Source: an optimization exercise on an open RTL-to-GDS flow (aim: small area, a short achievable clock period and few clock cycles). Production flows keep margins and buffers that such runs may drop. Function was checked by simulation only, so behaviour that the tests miss may differ from the original. The clock port is modelled as an ideal driver; clocking choices that lean on that would not hold on a real chip. Power is estimated from default activity; no workload was simulated.

==> flow/design.v <==
module interpolation (
    input           clk,
    input           RST,
    input           START,
    input   [5:0]   H0,
    input   [5:0]   V0,
    input   [3:0]   SW,
    input   [3:0]   SH,
    output          REN,
    input   [7:0]   R_DATA,
    output  [11:0]  ADDR,
    output  [7:0]   O_DATA,
    output          O_VALID
);
function [11:0] addc;
    input [11:0] x;
    input [11:0] y;
    input        ci;
    reg c;
    integer k;
    begin
        c = ci;
        for (k = 0; k < 12; k = k + 1) begin
            addc[k] = x[k] ^ y[k] ^ c;
            c = (x[k] & y[k]) | (x[k] & c) | (y[k] & c);
        end
    end
endfunction
function [11:0] add12;
    input [11:0] x;
    input [11:0] y;
    begin
        add12 = addc(x, y, 1'b0);
    end
endfunction
function [7:0] lerp;
    input [7:0] a;
    input [7:0] b;
    input [3:0] w;
    reg [11:0] t0, t1, t2, t3, t4, s1, c1, s2, c2, s3, c3, s;
    begin
        t0 = {4'b0, a};
        t1 = {4'b0, w[0] ? b : a};
        t2 = {3'b0, w[1] ? b : a, 1'b0};
        t3 = {2'b0, w[2] ? b : a, 2'b0};
        t4 = {1'b0, w[3] ? b : a, 3'b0};
        s1 = t0 ^ t1 ^ t2;
        c1 = {(t0 & t1) | (t0 & t2) | (t1 & t2), 1'b0};
        s2 = s1 ^ c1 ^ t3;
        c2 = {(s1 & c1) | (s1 & t3) | (c1 & t3), 1'b0};
        s3 = s2 ^ c2 ^ t4;
        c3 = {(s2 & c2) | (s2 & t4) | (c2 & t4), 1'b0};
        s = add12(s3, c3);
        lerp = s[11:4];
    end
endfunction
localparam [4:0] LFSR16 = 5'd24;
reg [3:0] swm1, shm1;
reg        r_act;            
reg        r_low;            
reg [3:0]  r_c;              
reg [4:0]  r_j;              
reg [3:0]  r_y;              
reg [11:0] addr_q;
reg        ren_q;
reg        start_q;          
reg        v1, u1, v2, u2;
reg [3:0]  y1, y2;
reg [7:0]  rd, hold;
reg [7:0]  q0, q1, q2, q3;
reg [2:0]  cnt;              
reg [2:0]  alloc;            
reg [4:0]  c_i;              
reg [3:0]  c_x;              
reg [7:0]  o_data;
reg        o_valid;
assign REN = ren_q;
assign ADDR = addr_q;
assign O_DATA = o_data;
assign O_VALID = o_valid;
wire       c_last_i = (c_i == LFSR16);
wire       c_go = (cnt != 3'd0) && (c_x == 4'd0 || cnt[2:1] != 2'b00);
wire [11:0] cx_sum = add12({8'd0, c_x}, {8'd0, swm1});
wire       pop = c_go && (c_last_i || cx_sum[4]);
reg        n_low, n_more;
reg [3:0]  n_c;
reg [4:0]  n_j;
reg [3:0]  n_y;
reg [5:0]  n_dc;             
reg        n_ci;
reg [5:0]  n_dr;             
reg [11:0] ysum;
reg [11:0] rc_inc;
always @(*) begin
    n_c = r_c;
    n_j = r_j;
    n_y = r_y;
    n_dc = 6'd0;
    n_ci = !r_low;
    n_low = 1'b0;
    n_more = 1'b1;
    n_dr = 6'd0;
    rc_inc = add12({8'd0, r_c}, 12'd1);
    ysum = add12({8'd0, r_y}, {8'd0, shm1});
    if (r_low) begin
        n_dr = 6'h3f;
    end else if (r_c != swm1) begin
        n_c = rc_inc[3:0];
        n_low = (r_y != 4'd0);
        n_dr = {5'd0, n_low};
    end else begin
        n_c = 4'd0;
        n_j = {r_j[3:0], r_j[4] ^ r_j[2]};
        n_y = ysum[3:0];
        n_dc = {2'b11, ~swm1};       
        n_low = (ysum[3:0] != 4'd0);
        n_dr = {4'd0, ysum[4] & n_low, ysum[4] ^ n_low};
        n_more = (r_j != LFSR16);
    end
end
wire [11:0] row_sum = add12({6'd0, addr_q[11:6]}, {6'd0, n_dr});
wire [11:0] col_sum = addc({6'd0, addr_q[5:0]}, {6'd0, n_dc}, n_ci);
wire credit = (alloc != 3'd4) || pop;
wire issue = r_act && !start_q && n_more && (r_low || credit);
wire       push = v2 && u2;
wire [7:0] kv = lerp(rd, hold, y2);
reg [7:0] s0, s1, s2, s3;
reg [2:0] wi;
always @(*) begin
    s0 = pop ? q1 : q0;
    s1 = pop ? q2 : q1;
    s2 = pop ? q3 : q2;
    s3 = q3;
    wi = cnt - {2'b0, pop};
    if (push) begin
        case (wi[1:0])
            2'd0: s0 = kv;
            2'd1: s1 = kv;
            2'd2: s2 = kv;
            2'd3: s3 = kv;
        endcase
    end
end
wire [11:0] sw_dec = add12({8'd0, SW}, 12'hfff);
wire [11:0] sh_dec = add12({8'd0, SH}, 12'hfff);
always @(posedge clk) begin
    rd <= R_DATA;
    hold <= rd;
    y1 <= start_q ? 4'd0 : r_y;
    u1 <= start_q || !r_low;
    y2 <= y1;
    u2 <= u1;
    q0 <= s0;
    q1 <= s1;
    q2 <= s2;
    q3 <= s3;
    o_data <= lerp(q0, q1, c_x);
    ren_q <= !(START || issue);
    if (START) begin
        swm1 <= sw_dec[3:0];
        shm1 <= sh_dec[3:0];
    end
    if (START)
        addr_q <= {V0, H0};
    else if (issue)
        addr_q <= {row_sum[5:0], col_sum[5:0]};
    if (start_q) begin
        r_low <= 1'b0;
        r_c <= 4'd0;
        r_j <= 5'd1;
        r_y <= 4'd0;
        c_i <= 5'd1;
        c_x <= 4'd0;
    end else begin
        if (issue) begin
            r_low <= n_low;
            r_c <= n_c;
            r_j <= n_j;
            r_y <= n_y;
        end
        if (c_go) begin
            if (c_last_i) begin
                c_i <= 5'd1;
                c_x <= 4'd0;
            end else begin
                c_i <= {c_i[3:0], c_i[4] ^ c_i[2]};
                c_x <= cx_sum[3:0];
            end
        end
    end
end
always @(posedge clk or posedge RST) begin
    if (RST) begin
        r_act <= 1'b0;
        start_q <= 1'b0;
        v1 <= 1'b0;
        v2 <= 1'b0;
        cnt <= 3'd0;
        alloc <= 3'd0;
        o_valid <= 1'b0;
    end else begin
        v1 <= !ren_q && (r_act || start_q);
        v2 <= v1;
        o_valid <= c_go;
        start_q <= START;
        if (start_q) begin
            r_act <= 1'b1;
            cnt <= 3'd0;
            alloc <= 3'd1;
        end else begin
            if (!n_more)
                r_act <= 1'b0;
            cnt <= cnt + {2'b0, push} - {2'b0, pop};
            alloc <= alloc + {2'b0, issue && !r_low} - {2'b0, pop};
        end
    end
end
endmodule
clock: 30.0 ns
lec_check: 0
cap_margin: 20
core_margin: 2
core_utilization: 60
slew_margin: 20
standard.sh (not shown) runs the stock make flow with config.mk's settings and CLKGATE_MAP_FILE= SYNTH_SCRIPT=/design/flow/synth_recipe.tcl, a recipe that flattens the netlist after the stock synthesis.
==> flow/flow/run.sh <==
#!/bin/bash
# The standard ORFS layout (the standard.sh) with these changes:
#  - the port buffers are sky130_fd_sc_hd__buf_2 cells instead of the
#    cell buffer_ports picks by itself (a slow clkdlybuf4s50);
#  - the clock tree is one level of four sky130_fd_sc_hd__clkbuf_16 cells,
#    one per quarter of the placed flip-flops (equal counts), built before the CTS step
#    (pre_cts.tcl), which then leaves the clock nets alone.
# make's full output goes to standard.log; ORFS keeps each step's log under
# orfs/logs.
set -euo pipefail
here="$(cd "$(dirname "${BASH_SOURCE[0]}")" && pwd)"
export BUFFER_PORTS_ARGS="-buffer_cell sky130_fd_sc_hd__buf_2"
export PRE_RESIZE_TCL="$here/pre_resize.tcl"
export PRE_CTS_TCL="$here/pre_cts.tcl"
export CTS_ARGS="-repair_clock_nets -dont_use_dummy_load"
export SETUP_SLACK_MARGIN=23.35
bash standard.sh finish > standard.log 2>&1
Other scripts of this flow, unchanged in this note and not shown: flow/flow/pre_cts.tcl, flow/flow/pre_resize.tcl
Testbench counts at the start, summed over its fixed seeds: cycles 21,452.
Change:
--- a/flow/flow/run.sh
+++ b/flow/flow/run.sh
@@ -14,4 +14,3 @@
 export PRE_CTS_TCL="$here/pre_cts.tcl"
 export CTS_ARGS="-repair_clock_nets -dont_use_dummy_load"
-export SETUP_SLACK_MARGIN=23.35
 bash standard.sh finish > standard.log 2>&1
=> Power is higher by 0.37%; global-route usage is lower by 0.39 points; clock power is about the same; synthesized cell count stays the same; die area stays the same; via count is lower by about 1%; utilization is lower by 2.7 points.

[port drivers added, routing unchanged]
The flow's constraints put no driver on any port. The routed layouts listed below were extracted and timed again, unchanged, in two steps.
Step 1, drivers: a clkbuf_16 drives clk and a buf_2 each remaining input, both assumed.
Step 2 also shifts input and output timing later by t, the mid clock arrival at the registers, as if the neighbouring blocks saw the same clock.
a / b / c = ideal / step 1 / step 2; a / b = the first two.
run | t, ns | slack for setup (ns) | worst setup path at the end | worst data-port slew with drivers (ns)
the first run | 0.251 | 23.214 / 23.132 / 23.177 | input to register | 0.12
the second run | 0.251 | 23.215 / 23.133 / 23.081 | input to register | 0.05
After both steps every run listed still meets setup and hold. For the second run, which loses most, drivers alone change the setup slack by -0.082 ns; drivers and shift together by -0.134 ns.
